From an optimization exercise on the open Yosys and OpenROAD flow, aimed at small area and a short achievable clock period; shortcuts taken in it are not production practice.
Function was checked by simulation only, so behaviour that the tests miss may differ from the original.
No run shown here takes its clock network from TritonCTS; it comes from the design's own scripts or RTL.
The clock input has no modelled driver; a real chip could not lean on it and would need a root buffer or a full tree.
No activity file was given, so power comes from the tool's default toggle rates.

`flow/config.mk`:
```
export PLATFORM = sky130hd
export DESIGN_NAME = alu_top
export DESIGN_NICKNAME = alu_top
export VERILOG_FILES = /design/flow/design.v
export SDC_FILE = /design/flow/constraint.sdc
export NUM_CORES = 4
export LEC_CHECK = 0
export CAP_MARGIN = 20
export CORE_MARGIN = 2
export CORE_UTILIZATION = 40
export SLEW_MARGIN = 20
export SYNTH_HIERARCHICAL = 1
```
`flow/constraint.sdc`:
```
create_clock -name core_clock -period 16.0 [get_ports {clk}]
set_input_delay 3.2000 -clock core_clock [delete_from_list [all_inputs] [get_ports {clk}]]
set_output_delay 3.2000 -clock core_clock [all_outputs]
set_load 0.01 [all_outputs]
```
`flow/design.v`:
```
`timescale 1ns / 1ps
module alu_top (
	input clk,
	input [31:0] a, b,
	input cin, binv, sel1, sel0,
	output reg [31:0] result,
	output reg co, zero, ovr);
	reg [31:0] a_q, b_q;
	reg cin_q, binv_q, sel1_q, sel0_q;
	wire [31:0] result_d;
	wire co_d, zero_d, ovr_d;
	always @(posedge clk) begin
		a_q <= a;
		b_q <= b;
		cin_q <= cin;
		binv_q <= binv;
		sel1_q <= sel1;
		sel0_q <= sel0;
		result <= result_d;
		co <= co_d;
		zero <= zero_d;
		ovr <= ovr_d;
	end
	DRAP_ALU u_alu (.result(result_d), .co(co_d), .zero(zero_d), .ovr(ovr_d),
		.a(a_q), .b(b_q), .cin(cin_q), .binv(binv_q), .sel1(sel1_q), .sel0(sel0_q));
endmodule

`timescale 1ns / 1ps
module DRAP_ALU (
output [31:0] result,
output co, zero, ovr,
input [31:0] a, b,
input cin, binv,
input sel1, sel0);
wire isadd, isslt, nisadd, nsel1, sor;
alu_dec u_dec (isadd, isslt, nisadd, nsel1, sor, sel1, sel0);
wire [31:0] bm, g, p, lgn, sumn;
alu_xor2  u_bm [31:0] (bm, b, {32{binv}});    
alu_ha    u_pg [31:0] (p, g, a, bm);          
alu_aoi22 u_lg [31:0] (lgn, nsel1, g, sor, p);  
wire G1;
alu_aoi21 u_G1 (G1, g[0], p[0], cin);
wire G2;
alu_aoi21 u_G2 (G2, g[2], p[2], g[1]);
wire T3;
alu_nand2 u_T3 (T3, p[2], p[1]);
wire G4;
alu_aoi21 u_G4 (G4, g[4], p[4], g[3]);
wire T5;
alu_nand2 u_T5 (T5, p[4], p[3]);
wire G6;
alu_aoi21 u_G6 (G6, g[6], p[6], g[5]);
wire T7;
alu_nand2 u_T7 (T7, p[6], p[5]);
wire G8;
alu_aoi21 u_G8 (G8, g[8], p[8], g[7]);
wire T9;
alu_nand2 u_T9 (T9, p[8], p[7]);
wire G10;
alu_aoi21 u_G10 (G10, g[10], p[10], g[9]);
wire T11;
alu_nand2 u_T11 (T11, p[10], p[9]);
wire G12;
alu_aoi21 u_G12 (G12, g[12], p[12], g[11]);
wire T13;
alu_nand2 u_T13 (T13, p[12], p[11]);
wire G14;
alu_aoi21 u_G14 (G14, g[14], p[14], g[13]);
wire T15;
alu_nand2 u_T15 (T15, p[14], p[13]);
wire G16;
alu_aoi21 u_G16 (G16, g[16], p[16], g[15]);
wire T17;
alu_nand2 u_T17 (T17, p[16], p[15]);
wire G18;
alu_aoi21 u_G18 (G18, g[18], p[18], g[17]);
wire T19;
alu_nand2 u_T19 (T19, p[18], p[17]);
wire G20;
alu_aoi21 u_G20 (G20, g[20], p[20], g[19]);
wire T21;
alu_nand2 u_T21 (T21, p[20], p[19]);
wire G22;
alu_aoi21 u_G22 (G22, g[22], p[22], g[21]);
wire T23;
alu_nand2 u_T23 (T23, p[22], p[21]);
wire G24;
alu_aoi21 u_G24 (G24, g[24], p[24], g[23]);
wire T25;
alu_nand2 u_T25 (T25, p[24], p[23]);
wire G26;
alu_aoi21 u_G26 (G26, g[26], p[26], g[25]);
wire T27;
alu_nand2 u_T27 (T27, p[26], p[25]);
wire G28;
alu_aoi21 u_G28 (G28, g[28], p[28], g[27]);
wire T29;
alu_nand2 u_T29 (T29, p[28], p[27]);
wire G30;
alu_aoi21 u_G30 (G30, g[30], p[30], g[29]);
wire T31;
alu_nand2 u_T31 (T31, p[30], p[29]);
wire G32;
alu_oai21 u_G32 (G32, G2, T3, G1);
wire G33;
alu_oai21 u_G33 (G33, G6, T7, G4);
wire T34;
alu_nor2 u_T34 (T34, T7, T5);
wire G35;
alu_oai21 u_G35 (G35, G10, T11, G8);
wire T36;
alu_nor2 u_T36 (T36, T11, T9);
wire G37;
alu_oai21 u_G37 (G37, G14, T15, G12);
wire T38;
alu_nor2 u_T38 (T38, T15, T13);
wire G39;
alu_oai21 u_G39 (G39, G18, T19, G16);
wire T40;
alu_nor2 u_T40 (T40, T19, T17);
wire G41;
alu_oai21 u_G41 (G41, G22, T23, G20);
wire T42;
alu_nor2 u_T42 (T42, T23, T21);
wire G43;
alu_oai21 u_G43 (G43, G26, T27, G24);
wire T44;
alu_nor2 u_T44 (T44, T27, T25);
wire G45;
alu_oai21 u_G45 (G45, G30, T31, G28);
wire T46;
alu_nor2 u_T46 (T46, T31, T29);
wire G47;
alu_aoi21 u_G47 (G47, G33, T34, G32);
wire G48;
alu_aoi21 u_G48 (G48, G37, T38, G35);
wire T49;
alu_nand2 u_T49 (T49, T38, T36);
wire G50;
alu_aoi21 u_G50 (G50, G41, T42, G39);
wire T51;
alu_nand2 u_T51 (T51, T42, T40);
wire G52;
alu_aoi21 u_G52 (G52, G45, T46, G43);
wire T53;
alu_nand2 u_T53 (T53, T46, T44);
wire G54;
alu_oai21 u_G54 (G54, G48, T49, G47);
wire G55;
alu_oai21 u_G55 (G55, G52, T53, G50);
wire T56;
alu_nor2 u_T56 (T56, T53, T51);
wire G57;
alu_aoi21 u_G57 (G57, G55, T56, G54);
wire n58;
alu_inv u_n58 (n58, G54);
wire G59;
alu_oai21 u_G59 (G59, G50, T51, n58);
wire n60;
alu_inv u_n60 (n60, G47);
wire G61;
alu_aoi21 u_G61 (G61, G35, T36, n60);
wire G62;
alu_aoi21 u_G62 (G62, G39, T40, G54);
wire G63;
alu_aoi21 u_G63 (G63, G43, T44, G59);
wire n64;
alu_inv u_n64 (n64, G32);
wire G65;
alu_oai21 u_G65 (G65, G4, T5, n64);
wire G66;
alu_oai21 u_G66 (G66, G8, T9, G47);
wire G67;
alu_oai21 u_G67 (G67, G12, T13, G61);
wire G68;
alu_oai21 u_G68 (G68, G16, T17, n58);
wire G69;
alu_oai21 u_G69 (G69, G20, T21, G62);
wire n70;
alu_inv u_n70 (n70, G59);
wire G71;
alu_oai21 u_G71 (G71, G24, T25, n70);
wire G72;
alu_oai21 u_G72 (G72, G28, T29, G63);
wire n73;
alu_inv u_n73 (n73, G1);
wire G74;
alu_aoi21 u_G74 (G74, g[1], p[1], n73);
wire G75;
alu_aoi21 u_G75 (G75, g[3], p[3], G32);
wire G76;
alu_aoi21 u_G76 (G76, g[5], p[5], G65);
wire G77;
alu_aoi21 u_G77 (G77, g[7], p[7], n60);
wire G78;
alu_aoi21 u_G78 (G78, g[9], p[9], G66);
wire n79;
alu_inv u_n79 (n79, G61);
wire G80;
alu_aoi21 u_G80 (G80, g[11], p[11], n79);
wire G81;
alu_aoi21 u_G81 (G81, g[13], p[13], G67);
wire G82;
alu_aoi21 u_G82 (G82, g[15], p[15], G54);
wire G83;
alu_aoi21 u_G83 (G83, g[17], p[17], G68);
wire n84;
alu_inv u_n84 (n84, G62);
wire G85;
alu_aoi21 u_G85 (G85, g[19], p[19], n84);
wire G86;
alu_aoi21 u_G86 (G86, g[21], p[21], G69);
wire G87;
alu_aoi21 u_G87 (G87, g[23], p[23], G59);
wire G88;
alu_aoi21 u_G88 (G88, g[25], p[25], G71);
wire n89;
alu_inv u_n89 (n89, G63);
wire G90;
alu_aoi21 u_G90 (G90, g[27], p[27], n89);
wire G91;
alu_aoi21 u_G91 (G91, g[29], p[29], G72);
alu_xnor2 u_s0 (sumn[0], p[0], cin);
alu_xor2 u_s1 (sumn[1], p[1], G1);
alu_xor2 u_s2 (sumn[2], p[2], G74);
alu_xnor2 u_s3 (sumn[3], p[3], G32);
alu_xor2 u_s4 (sumn[4], p[4], G75);
alu_xnor2 u_s5 (sumn[5], p[5], G65);
alu_xor2 u_s6 (sumn[6], p[6], G76);
alu_xor2 u_s7 (sumn[7], p[7], G47);
alu_xor2 u_s8 (sumn[8], p[8], G77);
alu_xnor2 u_s9 (sumn[9], p[9], G66);
alu_xor2 u_s10 (sumn[10], p[10], G78);
alu_xor2 u_s11 (sumn[11], p[11], G61);
alu_xor2 u_s12 (sumn[12], p[12], G80);
alu_xnor2 u_s13 (sumn[13], p[13], G67);
alu_xor2 u_s14 (sumn[14], p[14], G81);
alu_xnor2 u_s15 (sumn[15], p[15], G54);
alu_xor2 u_s16 (sumn[16], p[16], G82);
alu_xnor2 u_s17 (sumn[17], p[17], G68);
alu_xor2 u_s18 (sumn[18], p[18], G83);
alu_xor2 u_s19 (sumn[19], p[19], G62);
alu_xor2 u_s20 (sumn[20], p[20], G85);
alu_xnor2 u_s21 (sumn[21], p[21], G69);
alu_xor2 u_s22 (sumn[22], p[22], G86);
alu_xnor2 u_s23 (sumn[23], p[23], G59);
alu_xor2 u_s24 (sumn[24], p[24], G87);
alu_xnor2 u_s25 (sumn[25], p[25], G71);
alu_xor2 u_s26 (sumn[26], p[26], G88);
alu_xor2 u_s27 (sumn[27], p[27], G63);
alu_xor2 u_s28 (sumn[28], p[28], G90);
alu_xnor2 u_s29 (sumn[29], p[29], G72);
alu_xor2 u_s30 (sumn[30], p[30], G91);
alu_xor2 u_s31 (sumn[31], p[31], G57);
alu_oai21 u_r1 (result[1], lgn[1], nisadd, sumn[1]);
alu_oai21 u_r2 (result[2], lgn[2], nisadd, sumn[2]);
alu_oai21 u_r3 (result[3], lgn[3], nisadd, sumn[3]);
alu_oai21 u_r4 (result[4], lgn[4], nisadd, sumn[4]);
alu_oai21 u_r5 (result[5], lgn[5], nisadd, sumn[5]);
alu_oai21 u_r6 (result[6], lgn[6], nisadd, sumn[6]);
alu_oai21 u_r7 (result[7], lgn[7], nisadd, sumn[7]);
alu_oai21 u_r8 (result[8], lgn[8], nisadd, sumn[8]);
alu_oai21 u_r9 (result[9], lgn[9], nisadd, sumn[9]);
alu_oai21 u_r10 (result[10], lgn[10], nisadd, sumn[10]);
alu_oai21 u_r11 (result[11], lgn[11], nisadd, sumn[11]);
alu_oai21 u_r12 (result[12], lgn[12], nisadd, sumn[12]);
alu_oai21 u_r13 (result[13], lgn[13], nisadd, sumn[13]);
alu_oai21 u_r14 (result[14], lgn[14], nisadd, sumn[14]);
alu_oai21 u_r15 (result[15], lgn[15], nisadd, sumn[15]);
alu_oai21 u_r16 (result[16], lgn[16], nisadd, sumn[16]);
alu_oai21 u_r17 (result[17], lgn[17], nisadd, sumn[17]);
alu_oai21 u_r18 (result[18], lgn[18], nisadd, sumn[18]);
alu_oai21 u_r19 (result[19], lgn[19], nisadd, sumn[19]);
alu_oai21 u_r20 (result[20], lgn[20], nisadd, sumn[20]);
alu_oai21 u_r21 (result[21], lgn[21], nisadd, sumn[21]);
alu_oai21 u_r22 (result[22], lgn[22], nisadd, sumn[22]);
alu_oai21 u_r23 (result[23], lgn[23], nisadd, sumn[23]);
alu_oai21 u_r24 (result[24], lgn[24], nisadd, sumn[24]);
alu_oai21 u_r25 (result[25], lgn[25], nisadd, sumn[25]);
alu_oai21 u_r26 (result[26], lgn[26], nisadd, sumn[26]);
alu_oai21 u_r27 (result[27], lgn[27], nisadd, sumn[27]);
alu_oai21 u_r28 (result[28], lgn[28], nisadd, sumn[28]);
alu_oai21 u_r29 (result[29], lgn[29], nisadd, sumn[29]);
alu_oai21 u_r30 (result[30], lgn[30], nisadd, sumn[30]);
alu_oai21 u_r31 (result[31], lgn[31], nisadd, sumn[31]);
wire sum0, sum31, lg0;
alu_inv u_sum0 (sum0, sumn[0]);
alu_inv u_sum31 (sum31, sumn[31]);
alu_inv u_lg0 (lg0, lgn[0]);
alu_ao221 u_r0 (result[0], isadd, sum0, isslt, sum31, lg0);
wire nt31;
alu_nor2 u_nt31 (nt31, g[31], p[31]);
wire gn31, pn31;
alu_inv u_gn31 (gn31, g[31]);
alu_inv u_pn31 (pn31, p[31]);
alu_oai21 u_co (co, gn31, pn31, G57);
alu_mux2 u_ov (ovr, nt31, g[31], G57);
alu_zero32 u_zero (zero, result);
endmodule
module alu_dec (output isadd, isslt, nisadd, nsel1, sor, input sel1, sel0);
assign isadd = sel1 & ~sel0;
assign isslt = sel1 & sel0;
assign nisadd = ~sel1 | sel0;
assign nsel1 = ~sel1;
assign sor = ~sel1 & sel0;
endmodule
module alu_ha (output s, c, input a, b);
assign s = a ^ b;
assign c = a & b;
endmodule
module alu_aoi22 (output y, input a1, a2, b1, b2);
assign y = ~((a1 & a2) | (b1 & b2));
endmodule
module alu_inv (output y, input a);
assign y = ~a;
endmodule
module alu_nand2 (output y, input a, b);
assign y = ~(a & b);
endmodule
module alu_nor2 (output y, input a, b);
assign y = ~(a | b);
endmodule
module alu_xor2 (output y, input a, b);
assign y = a ^ b;
endmodule
module alu_xnor2 (output y, input a, b);
assign y = ~(a ^ b);
endmodule
module alu_andn (output y, input gn, tn);
assign y = gn & ~tn;
endmodule
module alu_oai22 (output y, input a1, a2, b1, b2);
assign y = ~((a1 | a2) & (b1 | b2));
endmodule
module alu_aoi21 (output y, input gh, th, gl);
assign y = ~(gh | (th & gl));
endmodule
module alu_oai21 (output y, input ghn, thn, gln);
assign y = ~(ghn & (thn | gln));
endmodule
module alu_ao21 (output y, input a1, a2, b1);
assign y = (a1 & a2) | b1;
endmodule
module alu_ao221 (output y, input a1, a2, b1, b2, c1);
assign y = (a1 & a2) | (b1 & b2) | c1;
endmodule
module alu_mux2 (output y, input d0, d1, s);
assign y = s ? d1 : d0;
endmodule
module alu_zero32 (output z, input [31:0] r);
assign z = ~|r;
endmodule
```
`flow/flow/run.sh`:
```
#!/bin/bash
# Layout flow: the standard ORFS flow (standard.sh, unchanged synthesis) with
#  - every non-sequential cell set to its smallest size right after synthesis, so that
#    the resizer sizes up only what timing needs (flow/downsize.tcl, before floorplan);
#  - port buffers buf_1 on inputs (BUFFER_PORTS_ARGS) and buf_2 on outputs
#    (flow/outbuf.tcl, right after global placement) instead of the default cell;
#  - a one-level clock tree: the clock port drives 4 clock buffers, each driving a
#    cluster of flip-flops (flow/clocktree.tcl, right after CTS);
#  - a setup margin for the resizer's timing repair (the clock and constraints are the standard flow's).
set -euo pipefail
HERE=$(pwd)
source "$HERE/flow/settings.sh"
export PRE_FLOORPLAN_TCL="$HERE/flow/downsize.tcl"
export BUFFER_PORTS_ARGS="-inputs -buffer_cell sky130_fd_sc_hd__buf_1"
export POST_GLOBAL_PLACE_TCL="$HERE/flow/outbuf.tcl"
export POST_CTS_TCL="$HERE/flow/clocktree.tcl"
# timing is repaired after the clock tree is replaced (global route step), not before
export SKIP_CTS_REPAIR_TIMING=1
bash standard.sh > "$HERE/standard_flow.log" 2>&1
```
`flow/flow/clocktree.tcl`:
```
set nbuf 4
if {[info exists ::env(CLK_NBUF)]} { set nbuf $::env(CLK_NBUF) }
set bufcell sky130_fd_sc_hd__clkbuf_16
if {[info exists ::env(CLK_BUFCELL)]} { set bufcell $::env(CLK_BUFCELL) }
set block [ord::get_db_block]
set db [ord::get_db]
set clknet [$block findNet clk]
# walk the tree from the port: collect buffers, nets and flip-flop clock pins
set bufs {}
set nets {}
set sinks {}
set todo [list $clknet]
while {[llength $todo]} {
  set net [lindex $todo 0]
  set todo [lrange $todo 1 end]
  foreach it [$net getITerms] {
    if {![$it isInputSignal]} { continue }
    set inst [$it getInst]
    set m [[$inst getMaster] getName]
    if {[string match "*clkbuf*" $m] || [string match "*__buf_*" $m] || [string match "*clkinv*" $m] || [string match "*__inv_*" $m]} {
      set drives 0
      foreach o [$inst getITerms] {
        if {[$o isOutputSignal] && [$o getNet] ne "NULL"} { set drives 1 }
      }
      if {[string match "*inv*" $m] && $drives} { error "clocktree.tcl: inverter $m in the clock tree" }
      lappend bufs $inst
      foreach o [$inst getITerms] {
        if {[$o isOutputSignal] && [$o getNet] ne "NULL"} { lappend todo [$o getNet]; lappend nets [$o getNet] }
      }
    } else {
      lappend sinks $it
    }
  }
}
puts "clocktree.tcl: [llength $bufs] clock buffers, [llength $sinks] sinks"
foreach it $sinks {
  if {![string match "*dfxtp*" [[[$it getInst] getMaster] getName]]} { error "clocktree.tcl: unexpected clock sink [[$it getInst] getName]" }
}
# remove the old tree
foreach it $sinks { $it disconnect }
foreach inst $bufs { odb::dbInst_destroy $inst }
foreach net $nets { odb::dbNet_destroy $net }
# k-means on sink locations
set pts {}
foreach it $sinks {
  set bb [[$it getInst] getBBox]
  lappend pts [list [expr {([$bb xMin] + [$bb xMax]) / 2.0}] [expr {([$bb yMin] + [$bb yMax]) / 2.0}]]
}
set n [llength $pts]
set cent {}
set sorted [lsort -real -index 0 $pts]
for {set k 0} {$k < $nbuf} {incr k} { lappend cent [lindex $sorted [expr {int(($k + 0.5) * $n / $nbuf)}]] }
for {set iter 0} {$iter < 50} {incr iter} {
  set asg {}
  foreach p $pts {
    set best 0; set bd 1e30
    for {set k 0} {$k < $nbuf} {incr k} {
      set c [lindex $cent $k]
      set d [expr {pow([lindex $p 0] - [lindex $c 0], 2) + pow([lindex $p 1] - [lindex $c 1], 2)}]
      if {$d < $bd} { set bd $d; set best $k }
    }
    lappend asg $best
  }
  set nc {}
  for {set k 0} {$k < $nbuf} {incr k} {
    set sx 0; set sy 0; set c 0
    foreach p $pts a $asg { if {$a == $k} { set sx [expr {$sx + [lindex $p 0]}]; set sy [expr {$sy + [lindex $p 1]}]; incr c } }
    if {$c} { lappend nc [list [expr {$sx / $c}] [expr {$sy / $c}]] } else { lappend nc [lindex $cent $k] }
  }
  set cent $nc
}
set master [$db findMaster $bufcell]
for {set k 0} {$k < $nbuf} {incr k} {
  set inst [odb::dbInst_create $block $master "clkbuf_flat_$k"]
  set net [odb::dbNet_create $block "clknet_flat_$k"]
  $net setSigType CLOCK
  [$inst findITerm A] connect $clknet
  [$inst findITerm X] connect $net
  set c [lindex $cent $k]
  $inst setLocation [expr {int([lindex $c 0])}] [expr {int([lindex $c 1])}]
  $inst setPlacementStatus PLACED
  set cnt 0
  foreach it $sinks a $asg { if {$a == $k} { $it connect $net; incr cnt } }
  puts "clocktree.tcl: buffer $k at [lindex $c 0] [lindex $c 1] drives $cnt flip-flops"
}
detailed_placement
check_placement -verbose
estimate_parasitics -placement
report_clock_skew
report_worst_slack -max
report_worst_slack -min
```
`flow/flow/downsize.tcl`:
```
# Set every combinational cell to the smallest drive strength of its kind that the
# library offers and the platform allows; flip-flops are left as synthesis made them.
set n 0
foreach inst [[ord::get_db_block] getInsts] {
  set m [[$inst getMaster] getName]
  if {![regexp {^(sky130_fd_sc_hd__)([a-z0-9]+)_(\d+)$} $m -> pre fn sz]} { continue }
  if {[string match "df*" $fn] || [string match "conb" $fn]} { continue }
  foreach s {0 1 2} {
    if {$s >= $sz} { break }
    set cand ${pre}${fn}_$s
    if {[lsearch -exact $::env(DONT_USE_CELLS) $cand] >= 0} { continue }
    if {[get_lib_cells -quiet */$cand] eq ""} { continue }
    replace_cell [$inst getName] $cand
    incr n
    break
  }
}
puts "downsize.tcl: $n cells set to a smaller size"
```
`flow/flow/outbuf.tcl`:
```
# Buffer every output port (the inputs were buffered just before global placement).
buffer_ports -outputs -buffer_cell sky130_fd_sc_hd__buf_2
```
`flow/flow/settings.sh`:
```
export SETUP_SLACK_MARGIN=12.2
```
`flow/standard.sh`:
```
#!/bin/bash
# synth_recipe.tcl (not shown) runs the flow's synth.tcl, then flattens the netlist and writes it again
# the make line also repeats each setting of config.mk as NAME=value (left out here)
make -C /OpenROAD-flow-scripts/flow DESIGN_CONFIG=/design/flow/config.mk WORK_HOME=/design/flow/orfs CLKGATE_MAP_FILE= SYNTH_SCRIPT=/design/flow/synth_recipe.tcl "${@:-finish}"
```
==> results of run 1 <==
==> layout by cell type (no fill, tap or decap) <==
master and instances:
sky130_fd_sc_hd__buf_6 24, sky130_fd_sc_hd__xor2_1 53, sky130_fd_sc_hd__buf_4 9, sky130_fd_sc_hd__a21oi_2 2
sky130_fd_sc_hd__clkinv_1 1, sky130_fd_sc_hd__nand2b_2 1, sky130_fd_sc_hd__buf_2 11, sky130_fd_sc_hd__nand4_1 2
sky130_fd_sc_hd__inv_1 13, sky130_fd_sc_hd__o21ai_1 2, sky130_fd_sc_hd__o21ai_0 45, sky130_fd_sc_hd__and2_0 1
sky130_fd_sc_hd__dfxtp_2 24, sky130_fd_sc_hd__ha_1 32, sky130_fd_sc_hd__buf_1 68, sky130_fd_sc_hd__nor2_1 10
sky130_fd_sc_hd__a21oi_1 37, sky130_fd_sc_hd__dfxtp_1 78, sky130_fd_sc_hd__mux2_1 1, sky130_fd_sc_hd__xnor2_1 11
sky130_fd_sc_hd__a22oi_1 32, sky130_fd_sc_hd__a221o_1 1, sky130_fd_sc_hd__nor2b_2 1, sky130_fd_sc_hd__dfxtp_4 1
sky130_fd_sc_hd__buf_16 1, sky130_fd_sc_hd__nand2_1 18, sky130_fd_sc_hd__nor4_1 8, sky130_fd_sc_hd__and2b_1 1
sky130_fd_sc_hd__clkbuf_16 4, sky130_fd_sc_hd__o21ai_2 3
==> flip-flops by register name, indices dropped and copies added, names as in the netlist <==
register	count
a_q	32
b_q	32
result	32
binv_q	1
cin_q	1
co	1
ovr	1
sel0_q	1
sel1_q	1
zero	1
==> power by group through the flow <==
stage	sequential (mW)	clock (mW)	combinational, mW
after floorplan	0.303	0	0.0849
after global placement	0.308	0	0.109
after detailed placement	0.297	0	0.134
after global routing	0.298	0.117	0.170
final	0.295	0.106	0.153
==> layout make-up <==
cell class / count / area [µm²]
fill: 944 / 4750
sequential: 103 / 2100
multi-input combinational: 261 / 1890
timing repair buffer: 113 / 676
tap: 133 / 166
buffer: 4 / 100
inverter: 14 / 52.6
==> worst max-delay path by stage <==
stage                     depth (start not counted)         to  startpoint
after detailed placement                         16       zero      binv_q
after floorplan                                  16       zero      binv_q
final                                             1  result[2]   result[2]
after global routing                              1  result[5]   result[5]
after global placement                           16       zero      binv_q
==> per-layer routing <==
layer / GRT usage [%] / up-vias / part of all wire (%)
met5: 0 / - / 0
met4: 3.28 / 0 / 0.88
met3: 3.84 / 7 / 5.3
met2: 27.4 / 88 / 49
met1: 20.6 / 1417 / 45
li1: - / 1574 / -
==> through the flow <==
| stage | util, % | cell area [µm²] | hold slack (ns) |
|---|---|---|---|
| 2_1_floorplan | - | 3980 | 0.596 |
| 3_3_place_gp | 45.3 | 4410 | 0.645 |
| 3_5_place_dp | 47.1 | 4590 | 0.654 |
| 5_1_grt | 51.1 | 4980 | 0.735 |
| 6_report | 51.1 | 4980 | 0.687 |
==> results.rst, run 1 <==
.. list-table::
   :header-rows: 1

   * - Metric
     - Value
   * - Gate Count Post-Synth
     - ~380
   * - Post-layout minimum cycle time
     - around 3.8 ns
   * - Leakage power
     - roughly 2.1 nW
   * - Average detailed-routed wire length per instance
     - 13.9 µm
   * - Clock-pin transition on the worst setup and hold timing paths
     - ~0.11 ns
   * - Post-route DRC
     - 0
   * - # port buffers
     - slightly above 100
   * - Standard-cell row count
     - 36
   * - Sequential group share of total power
     - a little over half
   * - Number of DRC markers after the initial detailed-route iteration
     - between 90 and 100
   * - Maximum number of pins on one net before global-route repair
     - 33
   * - HP Class
     - reg -> reg
   * - Highest clock frequency the design can meet
     - roughly 260 MHz
   * - Worst-case hold path end point
     - co
   * - Internal reg-to-reg setup slack
     - about 12 ns
   * - Final critical-path share of the clock period
     - 23.8%
   * - Number of max-capacitance violations reported
     - 0
   * - Cell-internal power
     - 0.401 mW
   * - Setup repair after global routing missed its margin
     - true
   * - Starting utilization of the core area
     - 40.9%
   * - Die Area
     - 10800 µm²
   * - HPWL after DPL
     - about 6200 µm
   * - Vias
     - ~3100
   * - Nets in the synthesized netlist
     - 479
   * - Required time at the worst-slack endpoint
     - ~13 ns
   * - Hold path startpoint
     - a_q[31]
   * - Final WS setup
     - ~12 ns
   * - Clock latency reported for the late side of the worst-skew pair
     - roughly 0.17 ns
   * - Global router's overall resource usage
     - between 10% and 20%
   * - Grt total ovfl
     - 0
   * - Count of final setup violators
     - 0
   * - NetSw
     - between 0.15 and 0.2 mW
   * - Clock share of power
     - between 10% and 20%
   * - DR pass1 iterations
     - 4
   * - Vias in the first global route
     - 3023
   * - Worst-case clock skew
     - ~0.024 ns
   * - R2R depth
     - 14
   * - Slowest CP cell
     - sky130_fd_sc_hd__dfxtp_1
   * - Number of vias per cell after detailed routing
     - around 4.9
   * - Worst Path Buf+Inv
     - 1
   * - Placed cells
     - 615
   * - Global-route wire length before repair
     - around 14000 µm
   * - Ordered cell list for the critical path
     - buf_2
   * - Proportion of layout cells with a drive suffix above 1
     - 16.4%
   * - Height of the die
     - approximately 100 µm
   * - Total power of the final layout
     - between 0.5 and 0.6 mW
   * - Horizontal die dimension
     - ~100 µm
   * - Switch share
     - between 20 and 30%
   * - Transition at the pin with the smallest max-transition slack
     - roughly 1.0 ns
   * - Arrival time at the worst endpoint
     - approximately 0.62 ns
   * - Worst IR drop on VDD
     - approximately 0.000090 V
   * - Remaining antenna violation count
     - 0
   * - I/O pin count
     - 104
   * - Endpoint of the worst register-to-register path
     - zero
   * - Proportion of power drawn by combinational gates
     - about 28%
   * - Antenna violations before repair
     - 0
   * - Largest fanout of any net on the critical path
     - 1
   * - Worst Setup Slack post-DPL
     - about 11 ns
   * - Depth of the worst hold-timing path
     - 3
   * - Setup crit end kind
     - output pin
   * - Pins Over Slew Limit
     - 0
   * - Final number of hold-violating endpoints
     - 0
   * - Sinks on Clock Net
     - roughly 100
   * - Core box area
     - 9730 µm²
   * - Power Density
     - roughly 110 nW/µm²
   * - Result of the run
     - complete, no violations
   * - Family of cells with the greatest summed delay on the critical path
     - flip-flops
   * - Syn. warnings
     - 7
   * - Aggregate routed wire length
     - between 8000 and 9000 µm
   * - Relative slew slack
     - ~33%
   * - Final standard cell count with taps included and fillers excluded
     - 628
   * - Reg-to-reg startpoint
     - binv_q
   * - Antenna cells
     - 0
   * - Setup crit start kind
     - register
   * - Critical path class
     - reg -> out
   * - Net count reported at finish
     - 598
   * - Final setup TNS
     - 0 ns
   * - Maximum single-stage delay on the critical path
     - 0.33 ns
==> run 2, diff against run 1 <==
==> flow/flow/settings.sh (replaced) <==
export SETUP_SLACK_MARGIN=11.0
==> run 2 against run 1 <==
Effect of this change: still clean; critical path depth grew 16; final cell count shrank 1.1%; sequential share of layout area grew 1.6 points; synthesized cell count is the same; combinational power shrank 9.8%; sequential cell count is the same; clock power is essentially flat; global-route usage shrank 0.28 points; utilization shrank 2.6 points; first-iteration DRC count shrank 6.1%; die area is the same; power shrank 3.8%; largest cell class unchanged.
==> results.rst, run 2 <==
.. list-table::
   :header-rows: 1

   * - Metric
     - Value
   * - Count of final setup violators
     - 0
   * - Gate Count Post-Synth
     - 378
   * - Leading cell types in the layout, fill and taps excluded
     - sky130_fd_sc_hd__dfxtp_1, sky130_fd_sc_hd__buf_1, sky130_fd_sc_hd__xor2_1
   * - Starting utilization of the core area
     - between 40% and 50%
   * - NetSw
     - ~0.15 mW
   * - Sinks on Clock Net
     - slightly above 100
   * - Cell-internal power
     - around 0.39 mW
   * - Wire length on met3
     - 464 µm
   * - Power Density
     - ~110 nW/µm²
   * - Net count reported at finish
     - between 500 and 600
   * - Sequential group share of total power
     - approximately 54%
   * - Proportion of layout cells with a drive suffix above 1
     - a little under a tenth
   * - HPWL after DPL
     - 6260 µm
   * - # fillers
     - 957
   * - Biggest registers after layout
     - a_q x32, b_q x32, result x32
   * - Average detailed-routed wire length per instance
     - between 10 and 15 µm
   * - Antenna cells
     - 0
   * - Vias in the first global route
     - around 3000
   * - Ordered cell list for the critical path
     - buf_4 -> xor2_1 -> ha_1 -> a21oi_1 -> o21ai_0 -> a21oi_1 -> o21ai_1 -> inv_1 -> o21ai_1 -> a21oi_1 -> o21ai_0 -> a21oi_1 -> xor2_1 -> o21ai_0 -> nor4_1 -> nand4_1 -> nor2_1
   * - Highest clock frequency the design can meet
     - ~230 MHz
   * - Number of DRC markers after the initial detailed-route iteration
     - between 90 and 100
   * - Nets in the synthesized netlist
     - ~480
   * - Grt total ovfl
     - 0
   * - Final setup TNS
     - 0 ns
   * - Syn. warnings
     - 7
   * - Maximum number of pins on one net before global-route repair
     - 33
   * - Final standard cell count with taps included and fillers excluded
     - approximately 620
   * - Total power of the final layout
     - between 0.5 and 0.6 mW
   * - HP Class
     - reg -> reg
   * - Pins Over Slew Limit
     - 0
   * - Clock share of power
     - about a fifth
   * - Clock-pin transition on the worst setup and hold timing paths
     - 0.09 ns
   * - Worst-case clock skew
     - ~0.020 ns
   * - Most common cell after layout, fill and taps aside
     - sky130_fd_sc_hd__dfxtp_1
   * - Setup crit start kind
     - register
   * - Aggregate routed wire length
     - 8420 µm
   * - Slowest CP cell
     - sky130_fd_sc_hd__buf_4
   * - Largest fanout of any net on the critical path
     - 32
   * - Horizontal die dimension
     - about 100 µm
   * - Most prevalent standard cell on the critical path
     - sky130_fd_sc_hd__a21oi_1
   * - Setup repair after global routing missed its margin
     - false
   * - Worst IR drop on VDD
     - 0.0000925 V
   * - Number of vias per cell after detailed routing
     - just under 5
   * - Post-layout minimum cycle time
     - 4.38 ns
   * - Required time at the worst-slack endpoint
     - roughly 16 ns
   * - Number of max-capacitance violations reported
     - 0
   * - Antenna violations before repair
     - 0
   * - Area post-placement
     - around 4600 µm²
   * - Transition at the pin with the smallest max-transition slack
     - 1.07 ns
   * - Worst Setup Slack post-DPL
     - between 10 and 15 ns
   * - Die Area
     - 10800 µm²
   * - Setup crit end kind
     - register
   * - Met2 routed wirelength
     - about 4000 µm
   * - Leakage power
     - 1.99 nW
   * - Relative slew slack
     - between 20 and 30%
   * - Global router's overall resource usage
     - roughly 16%
   * - Global-route wire length before repair
     - 13600 µm
   * - Critical path class
     - reg -> reg
   * - Proportion of power drawn by combinational gates
     - between 20% and 30%
   * - # port buffers
     - between 100 and 150
   * - Post-route DRC
     - 0
   * - Family of cells with the greatest summed delay on the critical path
     - compound AO/OA/AOI/OAI gates
   * - Worst Path Buf+Inv
     - 2
   * - Height of the die
     - 104 µm
   * - Non-Filler Cell Area, Final
     - approximately 4700 µm²
   * - Result of the run
     - complete, no violations
   * - Final number of hold-violating endpoints
     - 0
   * - Final WS setup
     - ~12 ns
   * - DR pass1 iterations
     - 6
   * - Vias
     - about 3000
   * - Placed cells
     - approximately 620
   * - Final critical-path share of the clock period
     - 27.4%
   * - Clock latency reported for the late side of the worst-skew pair
     - about 0.16 ns
   * - Switch share
     - roughly 28%
   * - Standard-cell row count
     - 36
   * - Maximum single-stage delay on the critical path
     - 0.43 ns
   * - Remaining antenna violation count
     - 0
   * - Core box area
     - 9730 µm²
   * - Arrival time at the worst endpoint
     - between 4 and 5 ns
   * - Highest signal layer in the routed design
     - met4
   * - Routed length on met1
     - around 3900 µm
   * - I/O pin count
     - ~100
==> run 2: worst min-delay path, cell delays in order (launching register included) <==
cell	delay [ns]
sky130_fd_sc_hd__dfxtp_1	0.32
sky130_fd_sc_hd__ha_1	0.21
sky130_fd_sc_hd__inv_1	0.05
sky130_fd_sc_hd__o21ai_0	0.06
==> run 2: path summary, 6_finish.rpt <==
path | from | to | slack, ns | cells past startpoint
worst max-delay path | binv_q | zero | 11.62 | 17
worst min-delay path | a_q[31] | co | 0.66 | 3
worst max register to register | binv_q | zero | 11.62 | 17
worst min register to register | a_q[31] | co | 0.66 | 3
==> run 2: cell type report <==
class	count	area [µm²]	share of cell area (%)
Timing Repair Buffer	106	473	10.0
Inverter	14	52.6	1.11
Tap cell	133	166	3.53
Buffer	4	100	2.12
Multi-Input combinational cell	261	1860	39.5
Sequential cell	103	2060	43.7
==> run 2: per-layer routing <==
layer | vias up | track usage, %
met5 | - | 0
met4 | 0 | 3.38
met3 | 5 | 3.65
met2 | 84 | 27.2
met1 | 1383 | 20.1
li1 | 1561 | -
==> run 2: power by group through the flow <==
stage | Clock (mW) | Combinational (mW) | Sequential, mW
after global routing | 0.117 | 0.155 | 0.292
after detailed placement | 0 | 0.136 | 0.295
final | 0.105 | 0.138 | 0.289
after global placement | 0 | 0.111 | 0.306
after floorplan | 0 | 0.0848 | 0.303
==> run 2: stage by stage <==
stage | hold slack, ns | util [%]
global placement | 0.642 | 45.4
floorplan | 0.596 | -
global route | 0.706 | 48.5
finish | 0.663 | 48.5
detailed placement | 0.646 | 47.2
==> run 3, diff against run 2 <==
==> flow/flow/settings.sh (replaced) <==
export SETUP_SLACK_MARGIN=12.0
--- a/flow/config.mk
+++ b/flow/config.mk
@@ -9,3 +9,3 @@
 export CORE_MARGIN = 2
-export CORE_UTILIZATION = 40
+export CORE_UTILIZATION = 60
 export SLEW_MARGIN = 20
==> run 3 against run 2 <==
Effect of this change: still clean; wire length down 0.76%; utilization up 26 points; final cell count down 7.4%; final area up 0.72%; clock power about the same; clock skew down 0.0049 ns; sequential cell count unchanged; first-iteration DRC count up 84%; die area down 32%.
==> results.rst, run 3 <==
.. list-table::
   :header-rows: 1

   * - Metric
     - Value
   * - Final critical-path share of the clock period
     - 24.1%
   * - Power Density
     - ~110 nW/µm²
   * - Slowest CP cell
     - sky130_fd_sc_hd__dfxtp_1
   * - Net count reported at finish
     - about 600
   * - Required time at the worst-slack endpoint
     - around 13 ns
   * - Relative slew slack
     - around 28%
   * - # port buffers
     - approximately 100
   * - Ordered cell list for the critical path
     - buf_2
   * - Maximum single-stage delay on the critical path
     - around 0.35 ns
   * - Final setup TNS
     - 0 ns
   * - Setup crit end kind
     - output pin
   * - Maximum number of pins on one net before global-route repair
     - 33
   * - DR pass1 iterations
     - 5
   * - Number of vias per cell after detailed routing
     - approximately 5.5
   * - Hold path startpoint
     - a_q[31]
   * - Leading cell types in the layout, fill and taps excluded
     - sky130_fd_sc_hd__dfxtp_1, sky130_fd_sc_hd__buf_1, sky130_fd_sc_hd__xor2_1
   * - Result of the run
     - complete, no violations
   * - Post-layout minimum cycle time
     - a little under 4 ns
   * - Transition at the pin with the smallest max-transition slack
     - between 1 and 1.5 ns
   * - Stages on worst setup path
     - 1
   * - Most common cell after layout, fill and taps aside
     - sky130_fd_sc_hd__dfxtp_1
   * - Proportion of layout cells with a drive suffix above 1
     - a little under an eighth
   * - Clock-pin transition on the worst setup and hold timing paths
     - about 0.10 ns
   * - Global-route wire length before repair
     - 13100 µm
   * - Total power of the final layout
     - 0.537 mW
   * - Highest clock frequency the design can meet
     - between 200 and 300 MHz
   * - Leakage power
     - 2.05 nW
   * - Worst-case hold path end point
     - co
   * - Endpoint of the worst register-to-register path
     - zero
   * - HPWL after DPL
     - about 5700 µm
   * - Final hold slack
     - approximately 0.68 ns
   * - Final number of hold-violating endpoints
     - 0
   * - Family of cells with the greatest summed delay on the critical path
     - flip-flops
   * - Standard-cell row count
     - 29
   * - Sinks on Clock Net
     - 103
   * - Nets in the synthesized netlist
     - ~480
   * - Antenna violations before repair
     - 0
   * - Setup crit start kind
     - register
   * - I/O pin count
     - roughly 100
   * - Starting utilization of the core area
     - between 60% and 70%
   * - Horizontal die dimension
     - 85.4 µm
   * - Worst IR drop on VDD
     - about 0.00012 V
   * - Biggest registers after layout
     - a_q x32, b_q x32, result x32
   * - Reg-to-reg startpoint
     - binv_q
   * - R2R depth
     - 14
   * - Antenna cells
     - 0
   * - Remaining antenna violation count
     - 0
   * - Count of final setup violators
     - 0
   * - Depth of the worst hold-timing path
     - 3
   * - Global router's overall resource usage
     - about 23%
   * - Largest fanout of any net on the critical path
     - 1
   * - Post-route DRC
     - 0
   * - Core box area
     - between 6000 and 7000 µm²
   * - Number of max-capacitance violations reported
     - 0
   * - Aggregate routed wire length
     - roughly 8400 µm
   * - Critical path class
     - reg -> out
   * - Number of DRC markers after the initial detailed-route iteration
     - about 170
   * - Pins Over Slew Limit
     - 0
   * - HP Class
     - reg -> reg
   * - Internal reg-to-reg setup slack
     - ~12 ns
   * - Vias
     - 3158
   * - Arrival time at the worst endpoint
     - approximately 0.65 ns
   * - Average detailed-routed wire length per instance
     - about 15 µm
   * - Die Area
     - roughly 7300 µm²
   * - Worst Path Buf+Inv
     - 1
   * - Grt total ovfl
     - 0
   * - Worst-case clock skew
     - between 0.015 and 0.02 ns
   * - Height of the die
     - about 85 µm
   * - Syn. warnings
     - 7
   * - Setup repair after global routing missed its margin
     - false
   * - Vias in the first global route
     - between 2000 and 3000
   * - Non-Filler Cell Area, Final
     - roughly 4800 µm²
   * - Area post-placement
     - about 4500 µm²
   * - Clock latency reported for the late side of the worst-skew pair
     - 0.16 ns
   * - Gate Count Post-Synth
     - roughly 380
## run 3: area by class of cell
type / instances / area (µm²)
inverters: 14 / 52.6
multi-input cells: 261 / 1880
well taps: 77 / 96.3
fillers: 478 / 1630
plain buffers: 4 / 100
flip-flops and latches: 103 / 2070
repair buffers: 116 / 556
## run 3: how the worst max path moves through the flow
stage	start	to	slack, ns
after floorplan	binv_q	zero	12.12
after global placement	binv_q	zero	11.47
after detailed placement	binv_q	zero	11.23
after global routing	binv_q	zero	12.03
final	result[27]	result[27]	12.15
## run 3: metal layers
metal / vias to the layer above / part of all wire, % / track usage (%)
li1: 1576 / - / -
met1: 1463 / 46 / 31.3
met2: 113 / 47 / 37.9
met3: 6 / 6.2 / 3.21
met4: 0 / 0.93 / 4.76
met5: - / 0 / 0
## run 3: report_power, final
group / switching (mW) / internal (mW) / total (mW) / leakage (nW)
Combinational: 0.0811 / 0.0607 / 0.142 / 1.13
Sequential: 0.00884 / 0.281 / 0.290 / 0.867
Clock: 0.0598 / 0.0459 / 0.106 / 0.0493
Total: 0.150 / 0.388 / 0.537 / 2.05
## run 3: through the flow
| stage | utilization [%] | setup slack (ns) | cells |
|---|---|---|---|
| 2_1_floorplan | - | 12.12 | 378 |
| 3_3_place_gp | 68.0 | 11.47 | 524 |
| 3_5_place_dp | 70.7 | 11.23 | 559 |
| 5_1_grt | 74.4 | 12.03 | 575 |
| 6_report | 74.4 | 12.15 | 575 |
==> run 4, diff against run 3 <==
--- a/flow/config.mk
+++ b/flow/config.mk
@@ -9,3 +9,3 @@
 export CORE_MARGIN = 2
-export CORE_UTILIZATION = 60
+export CORE_UTILIZATION = 40
 export SLEW_MARGIN = 20
==> run 4 against run 3 <==
Effect of this change: clock power is essentially flat; critical endpoint is now result[7]; power shrank 0.65%; combinational power is essentially flat; final area shrank 0.42%; worst setup slack lost 0.022 ns.
==> results.rst, run 4 <==
.. list-table::
   :header-rows: 1

   * - Metric
     - Value
   * - I/O pin count
     - 104
   * - Result of the run
     - complete, no violations
   * - Leading cell types in the layout, fill and taps excluded
     - sky130_fd_sc_hd__dfxtp_1, sky130_fd_sc_hd__buf_1, sky130_fd_sc_hd__xor2_1
   * - Ordered cell list for the critical path
     - buf_2
   * - Vias in the first global route
     - between 3000 and 4000
   * - Standard-cell row count
     - 36
   * - Aggregate routed wire length
     - 8550 µm
   * - Number of max-capacitance violations reported
     - 0
   * - Largest fanout of any net on the critical path
     - 1
   * - Required time at the worst-slack endpoint
     - around 13 ns
   * - Maximum single-stage delay on the critical path
     - 0.37 ns
   * - Gate Count Post-Synth
     - roughly 380
   * - Post-layout minimum cycle time
     - between 3 and 4 ns
   * - Antenna violations before repair
     - 0
   * - Number of vias per cell after detailed routing
     - 4.90
   * - Util after Layout
     - a little under 50%
   * - Horizontal die dimension
     - 104 µm
   * - Biggest registers after layout
     - a_q x32, b_q x32, result x32
   * - Worst Path Buf+Inv
     - 1
   * - Setup crit end kind
     - output pin
   * - HPWL after DPL
     - ~6100 µm
   * - Clock latency reported for the late side of the worst-skew pair
     - roughly 0.17 ns
   * - Global-route wire length before repair
     - around 14000 µm
   * - Placed cells
     - slightly above 600
   * - # port buffers
     - 103
   * - Syn. warnings
     - 7
   * - Transition at the pin with the smallest max-transition slack
     - roughly 1.1 ns
   * - Setup crit start kind
     - register
   * - Maximum number of pins on one net before global-route repair
     - 34
   * - Family of cells with the greatest summed delay on the critical path
     - flip-flops
   * - Area of the multi-input gates
     - about 1900 µm²
   * - Pins Over Slew Limit
     - 0
   * - Final number of hold-violating endpoints
     - 0
   * - Total power of the final layout
     - ~0.53 mW
   * - Critical path class
     - reg -> out
   * - Average detailed-routed wire length per instance
     - about 14 µm
   * - Worst IR drop on VDD
     - between 0.0001 and 0.00015 V
   * - DR pass1 iterations
     - 4
   * - Grt total ovfl
     - 0
   * - Global router's overall resource usage
     - around 15%
   * - Register cell area after layout
     - just over 2000 µm²
   * - Final standard cell count with taps included and fillers excluded
     - slightly above 600
   * - Leakage power
     - approximately 2.0 nW
   * - Slowest CP cell
     - sky130_fd_sc_hd__dfxtp_1
   * - Highest clock frequency the design can meet
     - 258 MHz
   * - Most common cell after layout, fill and taps aside
     - sky130_fd_sc_hd__dfxtp_1
   * - Final setup TNS
     - 0 ns
   * - Clock-pin transition on the worst setup and hold timing paths
     - 0.10 ns
   * - Starting utilization of the core area
     - 40.9%
   * - Antenna cells
     - 0
   * - Die Area
     - 10800 µm²
   * - Post-route DRC
     - 0
   * - Relative slew slack
     - 26.1%
   * - Height of the die
     - around 100 µm
   * - Sinks on Clock Net
     - between 100 and 150
   * - Final hold slack
     - approximately 0.68 ns
   * - Remaining antenna violation count
     - 0
   * - Vias
     - 3039
   * - Number of DRC markers after the initial detailed-route iteration
     - ~110
   * - Core box area
     - around 10000 µm²
   * - Arrival time at the worst endpoint
     - roughly 0.67 ns
   * - Proportion of layout cells with a drive suffix above 1
     - ~9.9%
   * - HP Class
     - reg -> reg
   * - Worst-case clock skew
     - roughly 0.022 ns
   * - Power Density
     - between 100 and 150 nW/µm²
   * - Nets in the synthesized netlist
     - about 480
   * - Count of final setup violators
     - 0
   * - Final critical-path share of the clock period
     - about a quarter
   * - Net count reported at finish
     - 590
   * - # fillers
     - 926
   * - Setup repair after global routing missed its margin
     - false
==> run 4: final cells by class <==
class                   instances  area share, %
plain buffers                   4           2.11
inverters                      14           1.11
repair buffers                105           9.83
well taps                     133           3.52
multi-input cells             261           39.8
flip-flops and latches        103           43.6
==> run 4: metal layers <==
layer  track usage [%]  up-vias  share of wire (%)
met5                 0        -                  0
met4              3.86        0               0.96
met3              3.84        7                5.0
met2              26.1       94                 46
met1              20.0     1379                 48
li1                  -     1559                  -
==> run 4: worst paths after layout <==
kind	start	end	slack, ns	cells past startpoint
min	a_q[31]	co	0.68	3
max	result[7]	result[7]	12.13	1
max reg2reg	binv_q	zero	12.31	16
min reg2reg	a_q[31]	co	0.68	3
==> run 4: power breakdown <==
part / switching, mW / internal (mW) / leakage (nW) / total, mW
clock: 0.0582 / 0.0458 / 0.0493 / 0.104
combinational: 0.0803 / 0.0587 / 1.08 / 0.139
sequential: 0.00986 / 0.281 / 0.867 / 0.291
total: 0.148 / 0.386 / 1.99 / 0.534
==> run 4: per-stage QoR <==
| stage | setup slack, ns | instance area, µm² |
|---|---|---|
| floorplan | 12.12 | 3980 |
| finish | 12.13 | 4730 |
| global placement | 11.45 | 4410 |
| detailed placement | 11.19 | 4590 |
| global route | 12.04 | 4730 |
==> run 5, diff against run 4 <==
==> flow/flow/settings.sh (replaced) <==
export SETUP_SLACK_MARGIN=11.8
==> run 5 against run 4 <==
Effect of this change: die area did not move; worst setup slack improved by 0.026 ns; synthesized cell count unchanged; final area grew 0.16%; sequential share of layout area down 0.12 points; critical path depth unchanged; maximum frequency grew 0.69%; clock power about the same; critical path type unchanged.
==> results.rst, run 5 <==
.. list-table::
   :header-rows: 1

   * - Metric
     - Value
   * - Result of the run
     - complete, no violations
   * - Starting utilization of the core area
     - around two fifths
   * - Arrival time at the worst endpoint
     - around 0.64 ns
   * - Timing startpoint of the critical path
     - result[30]
   * - Critical path class
     - reg -> out
   * - Setup crit start kind
     - register
   * - Relative slew slack
     - roughly 28%
   * - Depth of the worst hold-timing path
     - 3
   * - Net count reported at finish
     - approximately 590
   * - R2R depth
     - 17
   * - Core box area
     - ~9700 µm²
   * - Stages on worst setup path
     - 1
   * - Hold path startpoint
     - a_q[30]
   * - Antenna cells
     - 0
   * - Post-route DRC
     - 0
   * - Average detailed-routed wire length per instance
     - 13.6 µm
   * - Final WS setup
     - between 10 and 15 ns
   * - Grt total ovfl
     - 0
   * - Largest fanout of any net on the critical path
     - 1
   * - I/O pin count
     - around 100
   * - Switch share
     - between 20% and 30%
   * - Most common cell after layout, fill and taps aside
     - sky130_fd_sc_hd__dfxtp_1
   * - NetSw
     - around 0.15 mW
   * - Sequential group share of total power
     - ~54%
   * - # port buffers
     - roughly 100
   * - Final number of hold-violating endpoints
     - 0
   * - Post-layout minimum cycle time
     - 3.84 ns
   * - Standard-cell row count
     - 36
   * - Worst-case clock skew
     - 0.0171 ns
   * - Total power of the final layout
     - between 0.5 and 0.6 mW
   * - Family of cells with the greatest summed delay on the critical path
     - flip-flops
   * - Pins Over Slew Limit
     - 0
   * - Global router's overall resource usage
     - 15.9%
   * - Height of the die
     - roughly 100 µm
   * - Leakage power
     - between 1.5 and 2 nW
   * - DR pass1 iterations
     - 4
   * - # fillers
     - between 900 and 1000
   * - Syn. warnings
     - 7
   * - Vias in the first global route
     - ~3000
   * - HPWL after DPL
     - around 6300 µm
   * - Leading cell types in the layout, fill and taps excluded
     - sky130_fd_sc_hd__dfxtp_1, sky130_fd_sc_hd__buf_1, sky130_fd_sc_hd__xor2_1
   * - Ordered cell list for the critical path
     - buf_2
   * - Final setup TNS
     - 0 ns
   * - Highest clock frequency the design can meet
     - around 260 MHz
   * - Setup crit end kind
     - output pin
   * - Aggregate routed wire length
     - around 8500 µm
   * - Number of max-capacitance violations reported
     - 0
   * - Clock-pin transition on the worst setup and hold timing paths
     - 0.09 ns
   * - Transition at the pin with the smallest max-transition slack
     - 1.09 ns
   * - Remaining antenna violation count
     - 0
   * - Number of vias per cell after detailed routing
     - 4.89
   * - Setup repair after global routing missed its margin
     - false
   * - Final critical-path share of the clock period
     - between 20% and 30%
   * - Cell-internal power
     - around 0.39 mW
   * - Slowest CP cell
     - sky130_fd_sc_hd__dfxtp_1
   * - Nets in the synthesized netlist
     - roughly 480
   * - Maximum single-stage delay on the critical path
     - between 0.3 and 0.4 ns
   * - Sinks on Clock Net
     - about 100
   * - Global-route wire length before repair
     - 13900 µm
   * - Antenna violations before repair
     - 0
   * - Clock share of power
     - between 15 and 20%
   * - Maximum number of pins on one net before global-route repair
     - 33
   * - Biggest registers after layout
     - a_q x32, b_q x32, result x32
   * - Worst IR drop on VDD
     - 0.000105 V
   * - Number of DRC markers after the initial detailed-route iteration
     - slightly above 100
   * - Vias
     - about 3000
   * - Gate Count Post-Synth
     - approximately 380
   * - Proportion of power drawn by combinational gates
     - 26.2%
   * - HP Class
     - reg -> reg
   * - Required time at the worst-slack endpoint
     - 12.80 ns
   * - Clock latency reported for the late side of the worst-skew pair
     - ~0.16 ns
   * - Proportion of layout cells with a drive suffix above 1
     - 9.84%
   * - Power Density
     - roughly 110 nW/µm²
   * - Worst Path Buf+Inv
     - 1
   * - Count of final setup violators
     - 0
   * - Worst Setup Slack post-DPL
     - around 11 ns
   * - Reg-to-reg startpoint
     - binv_q
   * - Horizontal die dimension
     - between 100 and 150 µm
   * - Die Area
     - 10800 µm²
## run 5: changes by cell type in the layout (fill, tap and decap cells not counted)
cell and delta:
sky130_fd_sc_hd__a21oi_1 +1, sky130_fd_sc_hd__a21oi_2 -1, sky130_fd_sc_hd__clkbuf_8 +1, sky130_fd_sc_hd__dfxtp_2 +1, sky130_fd_sc_hd__dfxtp_4 -1
## run 5: path summary, 6_finish.rpt
kind | to | slack [ns]
worst max-delay path | result[30] | 12.16
worst min-delay path | result[30] | 0.69
worst max register to register | zero | 12.25
worst min register to register | result[30] | 0.69
## run 5: power by group through the flow
stage                     Combinational [mW]  Sequential [mW]  Clock, mW
after detailed placement               0.136            0.295          0
after global placement                 0.111            0.306          0
after global routing                   0.156            0.292      0.117
after floorplan                       0.0848            0.303          0
final                                  0.140            0.289      0.104
## run 5: per-layer routing
metal,global-route usage [%],vias to the layer above,wire length [µm]
li1,-,1565,-
met1,20.1,1363,3800
met2,27.4,101,4050
met3,4.09,6,524
met4,3.67,0,92
met5,0,-,0
## run 5: per-stage QoR
| step | hold slack [ns] | std cells | cell area, µm² | utilization [%] |
|---|---|---|---|---|
| 3_3_place_gp | 0.637 | 581 | 4420 | 45.4 |
| 6_report | 0.685 | 621 | 4740 | 48.7 |
| 5_1_grt | 0.737 | 621 | 4740 | 48.7 |
| 2_1_floorplan | 0.596 | 378 | 3980 | - |
| 3_5_place_dp | 0.681 | 616 | 4590 | 47.2 |
## run 5: area by class of cell
type / instances / area [µm²] / share of cell area, %
buffer: 4 / 100 / 2.11
inverter: 14 / 52.6 / 1.11
multi-input combinational: 261 / 1880 / 39.6
sequential: 103 / 2060 / 43.5
tap: 133 / 166 / 3.51
timing repair buffer: 106 / 479 / 10.1
==> run 6, diff against run 5 <==
--- a/flow/flow/clocktree.tcl
+++ b/flow/flow/clocktree.tcl
@@ -29,2 +29,8 @@
       }
+    } elseif {![string match "*dfxtp*" $m] && [string match "clkload*" [$inst getName]]} {
+      # a dummy load that CTS added for balancing: its output drives nothing
+      foreach o [$inst getITerms] {
+        if {[$o isOutputSignal] && [$o getNet] ne "NULL"} { error "clocktree.tcl: clock load [$inst getName] drives a net" }
+      }
+      lappend bufs $inst
     } else {
==> flow/flow/settings.sh (replaced) <==
export SETUP_SLACK_MARGIN=11.5
==> run 6 against run 5 <==
Effect of this change: register-to-register slack worse by 0.26 ns; power fell by 0.20%; highest routed layer unchanged; synthesized cell count unchanged; largest power group unchanged.
==> results.rst, run 6 <==
.. list-table::
   :header-rows: 1

   * - Metric
     - Value
   * - Horizontal die dimension
     - a little over 100 µm
   * - Count of final setup violators
     - 0
   * - Proportion of layout cells with a drive suffix above 1
     - under 10%
   * - Cell-internal power
     - 0.385 mW
   * - Net count reported at finish
     - roughly 600
   * - Slowest CP cell
     - sky130_fd_sc_hd__ha_1
   * - Syn. warnings
     - 7
   * - Most common cell after layout, fill and taps aside
     - sky130_fd_sc_hd__dfxtp_1
   * - Remaining antenna violation count
     - 0
   * - Clock-pin transition on the worst setup and hold timing paths
     - approximately 0.090 ns
   * - Depth of the worst hold-timing path
     - 3
   * - Pins Over Slew Limit
     - 0
   * - Total power of the final layout
     - ~0.53 mW
   * - Post-layout minimum cycle time
     - roughly 4 ns
   * - DR pass1 iterations
     - 4
   * - Final number of hold-violating endpoints
     - 0
   * - Aggregate routed wire length
     - roughly 8500 µm
   * - Most congested layer reported by global routing
     - met2
   * - Number of DRC markers after the initial detailed-route iteration
     - between 100 and 150
   * - Number of max-capacitance violations reported
     - 0
   * - Area of the multi-input gates
     - ~1900 µm²
   * - Grt met2 use
     - a little over a quarter
   * - Leading cell types in the layout, fill and taps excluded
     - sky130_fd_sc_hd__dfxtp_1, sky130_fd_sc_hd__buf_1, sky130_fd_sc_hd__xor2_1
   * - Most prevalent standard cell on the critical path
     - sky130_fd_sc_hd__a21oi_1
   * - Proportion of power drawn by combinational gates
     - around a quarter
   * - Ordered cell list for the critical path
     - buf_6 -> xor2_1 -> ha_1 -> a21oi_1 -> o21ai_1 -> a21oi_1 -> o21ai_2 -> inv_1 -> o21ai_1 -> a21oi_1 -> o21ai_0 -> a21oi_1 -> xor2_1 -> o21ai_0 -> nor4_1 -> nand4_1 -> nor2_1
   * - Global-route wire length before repair
     - 13900 µm
   * - Setup crit end kind
     - register
   * - Clock latency reported for the late side of the worst-skew pair
     - 0.16 ns
   * - Power Density
     - between 100 and 150 nW/µm²
   * - Core box area
     - roughly 10000 µm²
   * - Sequential group share of total power
     - 54.4%
   * - Final WS setup
     - 11.99 ns
   * - HP Class
     - reg -> reg
   * - Endpoint of the worst register-to-register path
     - zero
   * - Transition at the pin with the smallest max-transition slack
     - roughly 1.1 ns
   * - Maximum number of pins on one net before global-route repair
     - 33
   * - Nets in the synthesized netlist
     - between 400 and 500
   * - Antenna violations before repair
     - 0
   * - Height of the die
     - about 100 µm
   * - Highest clock frequency the design can meet
     - ~250 MHz
   * - Average detailed-routed wire length per instance
     - 13.6 µm
   * - Antenna cells
     - 0
   * - Sinks on Clock Net
     - around 100
   * - Biggest registers after layout
     - a_q x32, b_q x32, result x32
   * - Die Area
     - roughly 11000 µm²
   * - Arrival time at the worst endpoint
     - between 4 and 5 ns
   * - GR Util met1
     - 20.1%
   * - NetSw
     - between 0.1 and 0.15 mW
   * - Reg-to-reg startpoint
     - binv_q
   * - Required time at the worst-slack endpoint
     - around 16 ns
   * - Post-route DRC
     - 0
   * - Register cell area after layout
     - 2060 µm²
   * - Switch share
     - 27.5%
   * - Starting utilization of the core area
     - ~41%
   * - Vias
     - 3043
   * - HPWL after DPL
     - about 6300 µm
   * - Final critical-path share of the clock period
     - 25.0%
   * - Global Route met3 Usage
     - under 10%
   * - Critical path class
     - reg -> reg
   * - Worst IR drop on VDD
     - approximately 0.00010 V
   * - Leakage power
     - roughly 2 nW
   * - Worst-case hold path end point
     - result[30]
   * - Internal reg-to-reg setup slack
     - 11.99 ns
   * - # port buffers
     - just over 100
   * - Worst-case clock skew
     - 0.0174 ns
   * - Worst Setup Slack post-DPL
     - 11.22 ns
   * - # fillers
     - 957
   * - Grt total ovfl
     - 0
   * - Gate Count Post-Synth
     - 378
   * - Setup crit start kind
     - register
   * - Hold path startpoint
     - a_q[30]
   * - Number of vias per cell after detailed routing
     - between 4 and 5
   * - Maximum single-stage delay on the critical path
     - 0.34 ns
   * - Result of the run
     - complete, no violations
   * - Setup repair after global routing missed its margin
     - false
   * - Final setup TNS
     - 0 ns
   * - R2R depth
     - 17
   * - Clock share of power
     - roughly 20%
   * - I/O pin count
     - 104
   * - Standard-cell row count
     - 36
   * - Largest fanout of any net on the critical path
     - 32
   * - Util after Layout
     - 48.6%
   * - Global router's overall resource usage
     - between 10% and 20%
   * - Relative slew slack
     - between 20% and 30%
   * - Vias in the first global route
     - 2998
[run 6: through the flow]
step | instances | instance area [µm²] | hold WS (ns)
2_1_floorplan | 378 | 3980 | 0.596
3_3_place_gp | 581 | 4420 | 0.637
3_5_place_dp | 616 | 4590 | 0.681
5_1_grt | 621 | 4730 | 0.737
6_report | 621 | 4730 | 0.687
[run 6: how the worst max path moves through the flow]
| stage | to | slack [ns] | startpoint | cells after the start |
|---|---|---|---|---|
| 3_5_place_dp | zero | 11.22 | binv_q | 17 |
| 2_1_floorplan | zero | 11.89 | binv_q | 16 |
| 5_1_grt | zero | 11.55 | binv_q | 17 |
| 3_3_place_gp | zero | 11.40 | binv_q | 17 |
| 6_report | zero | 11.99 | binv_q | 17 |
[run 6: layout make-up]
type                    instances  share of cell area [%]
inverters                      14                    1.11
well taps                     133                    3.52
repair buffers                106                    10.1
multi-input cells             261                    39.5
plain buffers                   4                    2.12
flip-flops and latches        103                    43.6
[run 6: worst max-delay path, delay by kind of cell (launching register included)]
family	cells	cell delay, ns
adder cells (fa/ha/maj)	1	0.34
AO/OA/AOI/OAI	9	2.00
buffers and inverters	2	0.41
AND/OR/NAND/NOR	3	0.58
flip-flops	1	0.33
XOR/XNOR	2	0.27
[run 6: layer usage]
layer	routed length, µm	up-vias
li1	-	1564
met1	3800	1381
met2	4070	92
met3	499	6
met4	92	0
met5	0	-
[run 6: power groups by stage]
| stage | combinational, mW | sequential (mW) | clock [mW] |
|---|---|---|---|
| after global routing | 0.156 | 0.292 | 0.117 |
| after floorplan | 0.0848 | 0.303 | 0 |
| final | 0.139 | 0.289 | 0.104 |
| after global placement | 0.111 | 0.306 | 0 |
| after detailed placement | 0.136 | 0.295 | 0 |
==> run 7, diff against run 6 <==
==> flow/flow/outbuf.tcl (replaced) <==
# Buffer every output port (the inputs were buffered just before global placement).
set cell sky130_fd_sc_hd__buf_2
if {[info exists ::env(OUTBUF_CELL)]} { set cell $::env(OUTBUF_CELL) }
buffer_ports -outputs -buffer_cell $cell
==> flow/flow/settings.sh (replaced) <==
export SETUP_SLACK_MARGIN=11.8
export CLK_NBUF=3
==> run 7 against run 6 <==
Effect of this change: combinational power barely moved; final area decreased by 0.24%; hold slack improved by 0.014 ns; final cell count is 0.16% lower; utilization fell by 0.12 points; via count barely moved; critical path depth fell by 16; power decreased by 1.8%; critical path type is now reg -> out.
==> results.rst, run 7 <==
.. list-table::
   :header-rows: 1

   * - Metric
     - Value
   * - Result of the run
     - complete, no violations
   * - Transition at the pin with the smallest max-transition slack
     - approximately 1.1 ns
   * - Final number of hold-violating endpoints
     - 0
   * - Grt total ovfl
     - 0
   * - Antenna violations before repair
     - 0
   * - DR pass1 iterations
     - 4
   * - Number of vias per cell after detailed routing
     - 4.91
   * - Setup crit end kind
     - output pin
   * - Final standard cell count with taps included and fillers excluded
     - just over 600
   * - Register cell area after layout
     - around 2100 µm²
   * - Pins Over Slew Limit
     - 0
   * - Die Area
     - around 11000 µm²
   * - Worst-case clock skew
     - about 0.024 ns
   * - Sinks on Clock Net
     - between 100 and 150
   * - Slowest CP cell
     - sky130_fd_sc_hd__dfxtp_1
   * - Area of the multi-input gates
     - 1880 µm²
   * - Biggest registers after layout
     - a_q x32, b_q x32, result x32
   * - Gate Count Post-Synth
     - 378
   * - Syn. warnings
     - 7
   * - Antenna cells
     - 0
   * - Vias
     - 3042
   * - Horizontal die dimension
     - roughly 100 µm
   * - Required time at the worst-slack endpoint
     - about 13 ns
   * - Highest clock frequency the design can meet
     - between 200 and 300 MHz
   * - Final hold slack
     - around 0.7 ns
   * - Maximum number of pins on one net before global-route repair
     - 40
   * - Vias in the first global route
     - about 3000
   * - Final setup TNS
     - 0 ns
   * - Critical path class
     - reg -> out
   * - Average detailed-routed wire length per instance
     - between 10 and 15 µm
   * - Count of final setup violators
     - 0
   * - Family of cells with the greatest summed delay on the critical path
     - flip-flops
   * - Ordered cell list for the critical path
     - buf_2
   * - Remaining antenna violation count
     - 0
   * - Power Density
     - 111 nW/µm²
   * - Aggregate routed wire length
     - about 8400 µm
   * - Arrival time at the worst endpoint
     - 0.67 ns
   * - Core box area
     - 9730 µm²
   * - Final critical-path share of the clock period
     - between 20% and 30%
   * - Height of the die
     - 104 µm
   * - Clock latency reported for the late side of the worst-skew pair
     - 0.18 ns
   * - Net count reported at finish
     - approximately 600
   * - Largest fanout of any net on the critical path
     - 1
   * - Relative slew slack
     - 28.2%
   * - HPWL after DPL
     - around 6300 µm
   * - Setup repair after global routing missed its margin
     - false
   * - Post-route DRC
     - 0
   * - Number of DRC markers after the initial detailed-route iteration
     - between 100 and 150
   * - Standard-cell row count
     - 36
   * - Global-route wire length before repair
     - 13800 µm
   * - Post-layout minimum cycle time
     - 3.87 ns
   * - Clock-pin transition on the worst setup and hold timing paths
     - ~0.12 ns
   * - Worst IR drop on VDD
     - 0.000116 V
   * - Proportion of layout cells with a drive suffix above 1
     - about a tenth
   * - I/O pin count
     - between 100 and 150
   * - Leading cell types in the layout, fill and taps excluded
     - sky130_fd_sc_hd__dfxtp_1, sky130_fd_sc_hd__buf_1, sky130_fd_sc_hd__xor2_1
   * - Highest signal layer in the routed design
     - met4
   * - Setup crit start kind
     - register
   * - HP Class
     - reg -> reg
   * - Wire length on met3
     - between 400 and 500 µm
   * - Number of max-capacitance violations reported
     - 0
   * - Worst Path Buf+Inv
     - 1
   * - Starting utilization of the core area
     - about two fifths
   * - Nets in the synthesized netlist
     - 479
   * - # fillers
     - 956
   * - Maximum single-stage delay on the critical path
     - approximately 0.36 ns
   * - Met2 routed wirelength
     - ~4100 µm
   * - Most common cell after layout, fill and taps aside
     - sky130_fd_sc_hd__dfxtp_1
   * - Routed length on met1
     - approximately 3800 µm
   * - Placed cells
     - 616
   * - # port buffers
     - 103
   * - Leakage power
     - slightly below 2 nW
   * - Global router's overall resource usage
     - 15.8%
-- run 7: cell type report --
type                       instances  area share, %
buffer                             3           1.59
multi-input combinational        261           39.9
timing repair buffer             106           10.2
sequential                       103           43.8
tap                              133           3.53
inverter                          14           1.11
-- run 7: path summary, 6_finish.rpt --
path                                 start    endpoint  slack [ns]  depth (start not counted)
worst max-delay path            result[27]  result[27]       12.13                          1
worst min-delay path               a_q[30]  result[30]        0.70                          3
worst min register to register     a_q[30]  result[30]        0.70                          3
worst max register to register      binv_q        zero       12.22                         17
-- run 7: metrics by stage --
stage	setup WS [ns]	utilization [%]	cell area, µm²	total power [mW]
finish	12.13	48.5	4720	0.522
global route	11.84	48.5	4720	0.555
detailed placement	11.22	47.2	4590	0.431
global placement	11.40	45.4	4420	0.417
floorplan	11.89	-	3980	0.388
-- run 7: report_power, final --
part | switching (mW) | internal (mW) | total (mW)
Sequential | 0.00799 | 0.281 | 0.289
Clock | 0.0585 | 0.0350 | 0.0935
Combinational | 0.0807 | 0.0589 | 0.140
Total | 0.147 | 0.375 | 0.522
-- run 7: routing by layer --
metal  vias up  GRT usage (%)
met5         -              0
met4         0           3.47
met3         4           3.90
met2        79           27.0
met1      1395           20.4
li1       1564              -

-- port drivers added, routing unchanged --
How much do the figures lean on ideal ports? The routed layouts below were timed once more, with nothing changed but the port constraints.
Step 1 (the two cells are an assumption about what drives the block):
set clk [get_ports {clk}]
set_driving_cell -lib_cell sky130_fd_sc_hd__clkbuf_16 $clk
set_driving_cell -lib_cell sky130_fd_sc_hd__buf_2 [delete_from_list [all_inputs] $clk]
Step 2, shift: input delay + t, output delay - t, t = (earliest + latest rising clock arrival at the registers) / 2. This alone moves slack from input paths to output paths.
Slacks: no drivers / after step 1 / after step 2; pairs: no drivers / after step 1.
| run | t, ns | slack for setup (ns) | clock arrival spread, ns | worst register clock-pin slew, ns | worst data-port slew with drivers (ns) |
|---|---|---|---|---|---|
| run 1 | 0.236 | 12.185 / 12.105 / 12.341 | 0.025 / 0.024 | 0.11 / 0.11 | 0.03 |
| run 2 | 0.233 | 11.622 / 11.622 / 11.622 | 0.020 / 0.021 | 0.10 / 0.10 | 0.04 |
| run 3 | 0.232 | 12.151 / 12.074 / 12.306 | 0.015 / 0.015 | 0.10 / 0.10 | 0.04 |
| run 4 | 0.234 | 12.130 / 12.050 / 12.284 | 0.024 / 0.023 | 0.11 / 0.11 | 0.04 |
| run 5 | 0.234 | 12.156 / 12.075 / 12.251 | 0.017 / 0.017 | 0.10 / 0.10 | 0.04 |
| run 6 | 0.234 | 11.995 / 11.995 / 11.995 | 0.017 / 0.018 | 0.10 / 0.10 | 0.03 |
| run 7 | 0.238 | 12.134 / 12.067 / 12.220 | 0.024 / 0.024 | 0.12 / 0.12 | 0.03 |
After both steps setup and hold are still met in every run listed.
